This design comes from an exercise in tuning for small area and a short achievable clock period on the open sky130 flow, not from production work. Where RTL was checked, it was by simulation tests only, not by an equivalence proof against the original. Power and IR drop assume default switching activity.

==> module FIFO, before the edit <==
module FIFO(clk, rst, wr_en, rd_en, buf_in, buf_out, buf_empty, buf_full, fifo_counter);
input clk, rst, wr_en, rd_en;
input [7:0] buf_in;
output [7:0] buf_out;
output buf_empty, buf_full;
output [6:0] fifo_counter;
reg [7:0] buf_out;
reg buf_full;
reg not_empty;             
wire buf_empty = ~not_empty;
reg [6:0] fifo_counter;
reg [7:0] mem [0:63];
reg [7:0] sel_lo, sel_hi;
wire do_wr = wr_en & ~buf_full;
wire do_rd = rd_en & not_empty;
wire inc = do_wr & ~do_rd;
wire dec = do_rd & ~do_wr;
integer i;
always @(posedge clk) begin
    if (do_wr) begin
        mem[0] <= buf_in;
        for (i = 1; i < 64; i = i + 1)
            mem[i] <= mem[i-1];
    end
end
wire [7:0] lo0, hi0;
fifo_dec3 u_dlo (.a(fifo_counter[2:0]), .y(lo0));
fifo_dec3 u_dhi (.a(fifo_counter[5:3]), .y(hi0));
wire [7:0] lo_up = {lo0[6:0], lo0[7]};
wire [7:0] lo_dn = {lo0[0], lo0[7:1]};
wire [7:0] hi_up = lo0[7] ? {hi0[6:0], hi0[7]} : hi0;
wire [7:0] hi_dn = lo0[0] ? {hi0[0], hi0[7:1]} : hi0;
always @(posedge clk) begin
    sel_lo <= inc ? lo_up : dec ? lo_dn : lo0;
    sel_hi <= inc ? hi_up : dec ? hi_dn : hi0;
end
wire [7:0] grp [0:7];
genvar g;
generate
    for (g = 0; g < 8; g = g + 1) begin : gm
        fifo_mux8 u_m (.sel(sel_lo),
            .d0(mem[(g*8+0+63)%64]), .d1(mem[(g*8+1+63)%64]), .d2(mem[(g*8+2+63)%64]), .d3(mem[(g*8+3+63)%64]),
            .d4(mem[(g*8+4+63)%64]), .d5(mem[(g*8+5+63)%64]), .d6(mem[(g*8+6+63)%64]), .d7(mem[(g*8+7+63)%64]),
            .y(grp[g]));
    end
endgenerate
wire [7:0] out_next;
fifo_mux9 u_mt (.sel(sel_hi & {8{do_rd}}), .hold(~do_rd),
    .d0(grp[0]), .d1(grp[1]), .d2(grp[2]), .d3(grp[3]),
    .d4(grp[4]), .d5(grp[5]), .d6(grp[6]), .d7(grp[7]), .d8(buf_out),
    .y(out_next));
always @(posedge clk or posedge rst) begin
    if (rst)
        buf_out <= 8'd0;
    else
        buf_out <= out_next;
end
always @(posedge clk or posedge rst) begin
    if (rst) begin
        fifo_counter <= 7'd0;
        not_empty <= 1'b0;
        buf_full <= 1'b0;
    end else begin
        if (inc) begin
            fifo_counter <= fifo_counter + 7'd1;
            not_empty <= 1'b1;
            buf_full <= (fifo_counter == 7'd63);
        end else if (dec) begin
            fifo_counter <= fifo_counter - 7'd1;
            not_empty <= (fifo_counter != 7'd1);
            buf_full <= 1'b0;
        end
    end
end
endmodule
export LEC_CHECK = 0
export CAP_MARGIN = 20
export CORE_MARGIN = 2
export CORE_UTILIZATION = 65
export CTS_BUF_LIST = sky130_fd_sc_hd__clkbuf_16
export CTS_CLUSTER_DIAMETER = 100
export CTS_CLUSTER_SIZE = 30
export SETUP_SLACK_MARGIN = 2.85
export SLEW_MARGIN = 20
export SYNTH_HIERARCHICAL = 1
export SYNTH_MINIMUM_KEEP_SIZE = 0
create_clock -name core_clock -period 5.0 [get_ports {clk}]
run.sh (not shown) runs the stock make flow with config.mk's settings and CLKGATE_MAP_FILE= SYNTH_SCRIPT=/design/flow/synth_recipe.tcl, a recipe that flattens the netlist after the stock synthesis.
The baseline completed without violations.
==> next run, changes <==
--- a/flow/design.v
+++ b/flow/design.v
@@ -10,9 +10,9 @@
 reg not_empty;             
 wire buf_empty = ~not_empty;
 reg [6:0] fifo_counter;
 reg [7:0] mem [0:63];
-reg [7:0] sel_lo, sel_hi;
+reg [7:0] sel_lo;
 wire do_wr = wr_en & ~buf_full;
 wire do_rd = rd_en & not_empty;
 wire inc = do_wr & ~do_rd;
 wire dec = do_rd & ~do_wr;
@@ -23,18 +23,15 @@
         for (i = 1; i < 64; i = i + 1)
             mem[i] <= mem[i-1];
     end
 end
-wire [7:0] lo0, hi0;
+wire [7:0] lo0, sel_hi;
 fifo_dec3 u_dlo (.a(fifo_counter[2:0]), .y(lo0));
-fifo_dec3 u_dhi (.a(fifo_counter[5:3]), .y(hi0));
+fifo_dec3 u_dhi (.a(fifo_counter[5:3]), .y(sel_hi));
 wire [7:0] lo_up = {lo0[6:0], lo0[7]};
 wire [7:0] lo_dn = {lo0[0], lo0[7:1]};
-wire [7:0] hi_up = lo0[7] ? {hi0[6:0], hi0[7]} : hi0;
-wire [7:0] hi_dn = lo0[0] ? {hi0[0], hi0[7:1]} : hi0;
 always @(posedge clk) begin
     sel_lo <= inc ? lo_up : dec ? lo_dn : lo0;
-    sel_hi <= inc ? hi_up : dec ? hi_dn : hi0;
 end
 wire [7:0] grp [0:7];
 genvar g;
 generate
@@ -55,21 +52,24 @@
         buf_out <= 8'd0;
     else
         buf_out <= out_next;
 end
+wire [6:0] all1, all0;
+wire full_up, ne_dn;
+fifo_cnt_pre u_pre (.cnt(fifo_counter), .all1(all1), .all0(all0), .full_up(full_up), .ne_dn(ne_dn));
+wire [6:0] tgl = ({7{inc}} & all1) | ({7{dec}} & all0);
 always @(posedge clk or posedge rst) begin
     if (rst) begin
         fifo_counter <= 7'd0;
         not_empty <= 1'b0;
         buf_full <= 1'b0;
     end else begin
+        fifo_counter <= fifo_counter ^ tgl;
         if (inc) begin
-            fifo_counter <= fifo_counter + 7'd1;
             not_empty <= 1'b1;
-            buf_full <= (fifo_counter == 7'd63);
+            buf_full <= full_up;
         end else if (dec) begin
-            fifo_counter <= fifo_counter - 7'd1;
-            not_empty <= (fifo_counter != 7'd1);
+            not_empty <= ne_dn;
             buf_full <= 1'b0;
         end
     end
 end
@@ -94,4 +94,20 @@
 assign y = ({8{sel[0]}} & d0) | ({8{sel[1]}} & d1) | ({8{sel[2]}} & d2) | ({8{sel[3]}} & d3)
          | ({8{sel[4]}} & d4) | ({8{sel[5]}} & d5) | ({8{sel[6]}} & d6) | ({8{sel[7]}} & d7)
          | ({8{hold}} & d8);
 endmodule
+module fifo_cnt_pre(cnt, all1, all0, full_up, ne_dn);
+input [6:0] cnt;
+output [6:0] all1, all0;
+output full_up, ne_dn;
+genvar k;
+assign all1[0] = 1'b1;
+assign all0[0] = 1'b1;
+generate
+    for (k = 1; k < 7; k = k + 1) begin : pre
+        assign all1[k] = &cnt[k-1:0];
+        assign all0[k] = ~|cnt[k-1:0];
+    end
+endgenerate
+assign full_up = (cnt == 7'd63);
+assign ne_dn = (cnt != 7'd1);
+endmodule
After rerunning:
- first-iteration DRC count came out lower by 7.1%
- routed wire length came out lower by about 2.7%
- total power came out lower by 3.3%
- area after synthesis came out lower by 1.8%
- critical path depth came out higher by 4
- register-to-register slack gains 0.04 ns
- global-route usage came out lower by 0.11 points
- non-clock buffer count came out lower by 5
- final cell count came out lower by about 3%
- worst setup slack gains 0.015 ns
- combinational power came out lower by about 2%
- core utilization came out higher by 0.22 points


## run H
Another version of the RTL of FIFO (not shown whole).
Size in the first run: about 1100 cells after synthesis, about 29 I/O pins.
==> module FIFO, before the edit <==
module FIFO(clk, rst, wr_en, rd_en, buf_in, buf_out, buf_empty, buf_full, fifo_counter);
input clk, rst, wr_en, rd_en;
input [7:0] buf_in;
output [7:0] buf_out;
output buf_empty, buf_full;
output [6:0] fifo_counter;
reg [7:0] buf_out;
reg buf_full;
reg not_empty;             
wire buf_empty = ~not_empty;
reg [5:0] cnt_lo;           
wire [6:0] fifo_counter = {buf_full, cnt_lo};
reg [7:0] mem [0:63];
reg [7:0] sel_lo;
wire do_wr = wr_en & ~buf_full;
wire do_rd = rd_en & not_empty;
wire inc = do_wr & ~do_rd;
wire dec = do_rd & ~do_wr;
integer i;
always @(posedge clk) begin
    if (do_wr) begin
        mem[0] <= buf_in;
        for (i = 1; i < 64; i = i + 1)
            mem[i] <= mem[i-1];
    end
end
wire [7:0] lo0, sel_hi;
fifo_dec3 u_dlo (.a(fifo_counter[2:0]), .y(lo0));
fifo_dec3 u_dhi (.a(fifo_counter[5:3]), .y(sel_hi));
wire [7:0] lo_up = {lo0[6:0], lo0[7]};
wire [7:0] lo_dn = {lo0[0], lo0[7:1]};
always @(posedge clk) begin
    sel_lo <= inc ? lo_up : dec ? lo_dn : lo0;
end
wire [7:0] grp [0:7];
genvar g;
generate
    for (g = 0; g < 8; g = g + 1) begin : gm
        fifo_mux8 u_m (.sel(sel_lo),
            .d0(mem[(g*8+0+63)%64]), .d1(mem[(g*8+1+63)%64]), .d2(mem[(g*8+2+63)%64]), .d3(mem[(g*8+3+63)%64]),
            .d4(mem[(g*8+4+63)%64]), .d5(mem[(g*8+5+63)%64]), .d6(mem[(g*8+6+63)%64]), .d7(mem[(g*8+7+63)%64]),
            .y(grp[g]));
    end
endgenerate
wire [7:0] out_next;
fifo_mux9 u_mt (.sel(sel_hi & {8{do_rd}}), .hold(~do_rd),
    .d0(grp[0]), .d1(grp[1]), .d2(grp[2]), .d3(grp[3]),
    .d4(grp[4]), .d5(grp[5]), .d6(grp[6]), .d7(grp[7]), .d8(buf_out),
    .y(out_next));
always @(posedge clk or posedge rst) begin
    if (rst)
        buf_out <= 8'd0;
    else
        buf_out <= out_next;
end
wire [5:0] all1, all0;
wire full_up, ne_dn;
fifo_cnt_pre u_pre (.cnt(cnt_lo), .all1(all1), .all0(all0), .full_up(full_up), .ne_dn(ne_dn));
wire [5:0] tgl = ({6{inc}} & all1) | ({6{dec}} & all0);
always @(posedge clk or posedge rst) begin
    if (rst) begin
        cnt_lo <= 6'd0;
        not_empty <= 1'b0;
        buf_full <= 1'b0;
    end else begin
        cnt_lo <= cnt_lo ^ tgl;
        if (inc) begin
            not_empty <= 1'b1;
            buf_full <= full_up;
        end else if (dec) begin
            not_empty <= ne_dn;
            buf_full <= 1'b0;
        end
    end
end
endmodule
==> module fifo_cnt_pre, before the edit <==
module fifo_cnt_pre(cnt, all1, all0, full_up, ne_dn);
input [5:0] cnt;
output [5:0] all1, all0;
output full_up, ne_dn;
genvar k;
assign all1[0] = 1'b1;
assign all0[0] = 1'b1;
generate
    for (k = 1; k < 6; k = k + 1) begin : pre
        assign all1[k] = &cnt[k-1:0];
        assign all0[k] = ~|cnt[k-1:0];
    end
endgenerate
assign full_up = &cnt;
assign ne_dn = (cnt != 6'd1);
endmodule
==> flow/config.mk <==
export PLATFORM = sky130hd
export DESIGN_NAME = FIFO
export DESIGN_NICKNAME = FIFO
export VERILOG_FILES = /design/flow/design.v
export SDC_FILE = /design/flow/constraint.sdc
export NUM_CORES = 4
export LEC_CHECK = 0
export CAP_MARGIN = 20
export CORE_MARGIN = 2
export CORE_UTILIZATION = 65
export CTS_BUF_LIST = sky130_fd_sc_hd__clkbuf_16
export CTS_CLUSTER_DIAMETER = 100
export CTS_CLUSTER_SIZE = 30
export SETUP_SLACK_MARGIN = 2.85
export SLEW_MARGIN = 20
export SYNTH_HIERARCHICAL = 1
export SYNTH_MINIMUM_KEEP_SIZE = 0
==> flow/constraint.sdc <==
create_clock -name core_clock -period 5.0 [get_ports {clk}]
set_input_delay 1.0000 -clock core_clock [delete_from_list [all_inputs] [get_ports {clk}]]
set_output_delay 1.0000 -clock core_clock [all_outputs]
set_load 0.01 [all_outputs]
--- input diff run H..run C ---
diff --git a/flow/design.v b/flow/design.v
--- a/flow/design.v
+++ b/flow/design.v
@@ -10,6 +10,5 @@
 reg not_empty;             
 wire buf_empty = ~not_empty;
-reg [5:0] cnt_lo;           
-wire [6:0] fifo_counter = {buf_full, cnt_lo};
+reg [6:0] fifo_counter;
 reg [7:0] mem [0:63];
 reg [7:0] sel_lo;
@@ -55,20 +54,17 @@
         buf_out <= out_next;
 end
-wire [5:0] all1, all0;
-wire full_up, ne_dn;
-fifo_cnt_pre u_pre (.cnt(cnt_lo), .all1(all1), .all0(all0), .full_up(full_up), .ne_dn(ne_dn));
-wire [5:0] tgl = ({6{inc}} & all1) | ({6{dec}} & all0);
 always @(posedge clk or posedge rst) begin
     if (rst) begin
-        cnt_lo <= 6'd0;
+        fifo_counter <= 7'd0;
         not_empty <= 1'b0;
         buf_full <= 1'b0;
     end else begin
-        cnt_lo <= cnt_lo ^ tgl;
         if (inc) begin
+            fifo_counter <= fifo_counter + 7'd1;
             not_empty <= 1'b1;
-            buf_full <= full_up;
+            buf_full <= (fifo_counter == 7'd63);
         end else if (dec) begin
-            not_empty <= ne_dn;
+            fifo_counter <= fifo_counter - 7'd1;
+            not_empty <= (fifo_counter != 7'd1);
             buf_full <= 1'b0;
         end
@@ -97,18 +93,2 @@
          | ({8{hold}} & d8);
 endmodule
-module fifo_cnt_pre(cnt, all1, all0, full_up, ne_dn);
-input [5:0] cnt;
-output [5:0] all1, all0;
-output full_up, ne_dn;
-genvar k;
-assign all1[0] = 1'b1;
-assign all0[0] = 1'b1;
-generate
-    for (k = 1; k < 6; k = k + 1) begin : pre
-        assign all1[k] = &cnt[k-1:0];
-        assign all0[k] = ~|cnt[k-1:0];
-    end
-endgenerate
-assign full_up = &cnt;
-assign ne_dn = (cnt != 6'd1);
-endmodule
## What came out
- Run C reached the end of the flow, and the finished layout is clean on the timing, design-rule and antenna checks.
- Run C -> run H: count of clock buffers in the final design flat
- Sum of internal, switching and leakage power of run C is on par with run H.
- The switching portion of total power was comparable across run C and run H.
- Summary: with run H as the reference, length of routed met3 wiring in run C moved up by more than a quarter.
- Relative to run H, the met1 global-route usage of run C is higher by 1.2 points.
- The run with more routed wire is run C, not run H.
- Taking run H as the reference point, the slack of the critical path of run C falls by 0.015 ns.
- Run C vs. run H: maximum fanout along the worst path decreased 1, core utilization grew by 0.56 points.
- NOTE: post-place setup slack in run C falls short of that of run H
- ~same portion of the post-synthesis area used by sequential elements in run C and run H
- Of the two values seen for cell type of the slowest stage on the worst timing path, sky130_fd_sc_hd__dfrtp_2 was produced by run C and sky130_fd_sc_hd__dfrtp_1 by run H.
- Finished layout cell area: run C > run H
- On overall routing resource usage, the lower figure sits with run H, not run C.
- Synthesis-to-finish area growth (higher): run C
Function not checked in run C: the RTL went through the layout flow alone.

[static timing again, ports no longer ideal]
No port has a modelled driver above. Below, the same layouts with a new extraction and two added sets of constraints.
Step 1: set_driving_cell puts a clkbuf_16 on clk and a buf_2 on each other input, an assumption about the parent block.
Step 2 times the ports against the registers' clock, not the clock port: input delays grow and output delays shrink by t, the midpoint of the rising clock arrivals with the driver on.
Slacks: ideal / step 1 / step 2; pairs: ideal / step 1.
run | shift t [ns] | slack for setup (ns) | hold WS [ns] | slew at the worst register clock pin (ns) | pins driven straight from the clock port
the first run of note 1 | 0.595 | 2.821 / 2.769 / 2.286 | 0.424 / 0.424 / 0.424 | 0.12 / 0.12 | 1
the second run of note 1 | 0.595 | 2.836 / 2.785 / 2.271 | 0.453 / 0.453 / 0.453 | 0.12 / 0.12 | 1
run H | 0.601 | 2.807 / 2.751 / 2.270 | 0.453 / 0.453 / 0.453 | 0.12 / 0.12 | 1
run C | 0.597 | 2.793 / 2.739 / 2.217 | 0.452 / 0.452 / 0.452 | 0.12 / 0.12 | 1
After both steps setup and hold are still met in every run listed. For run C, which loses most, drivers alone change the setup slack by -0.054 ns; drivers and shift together by -0.576 ns.
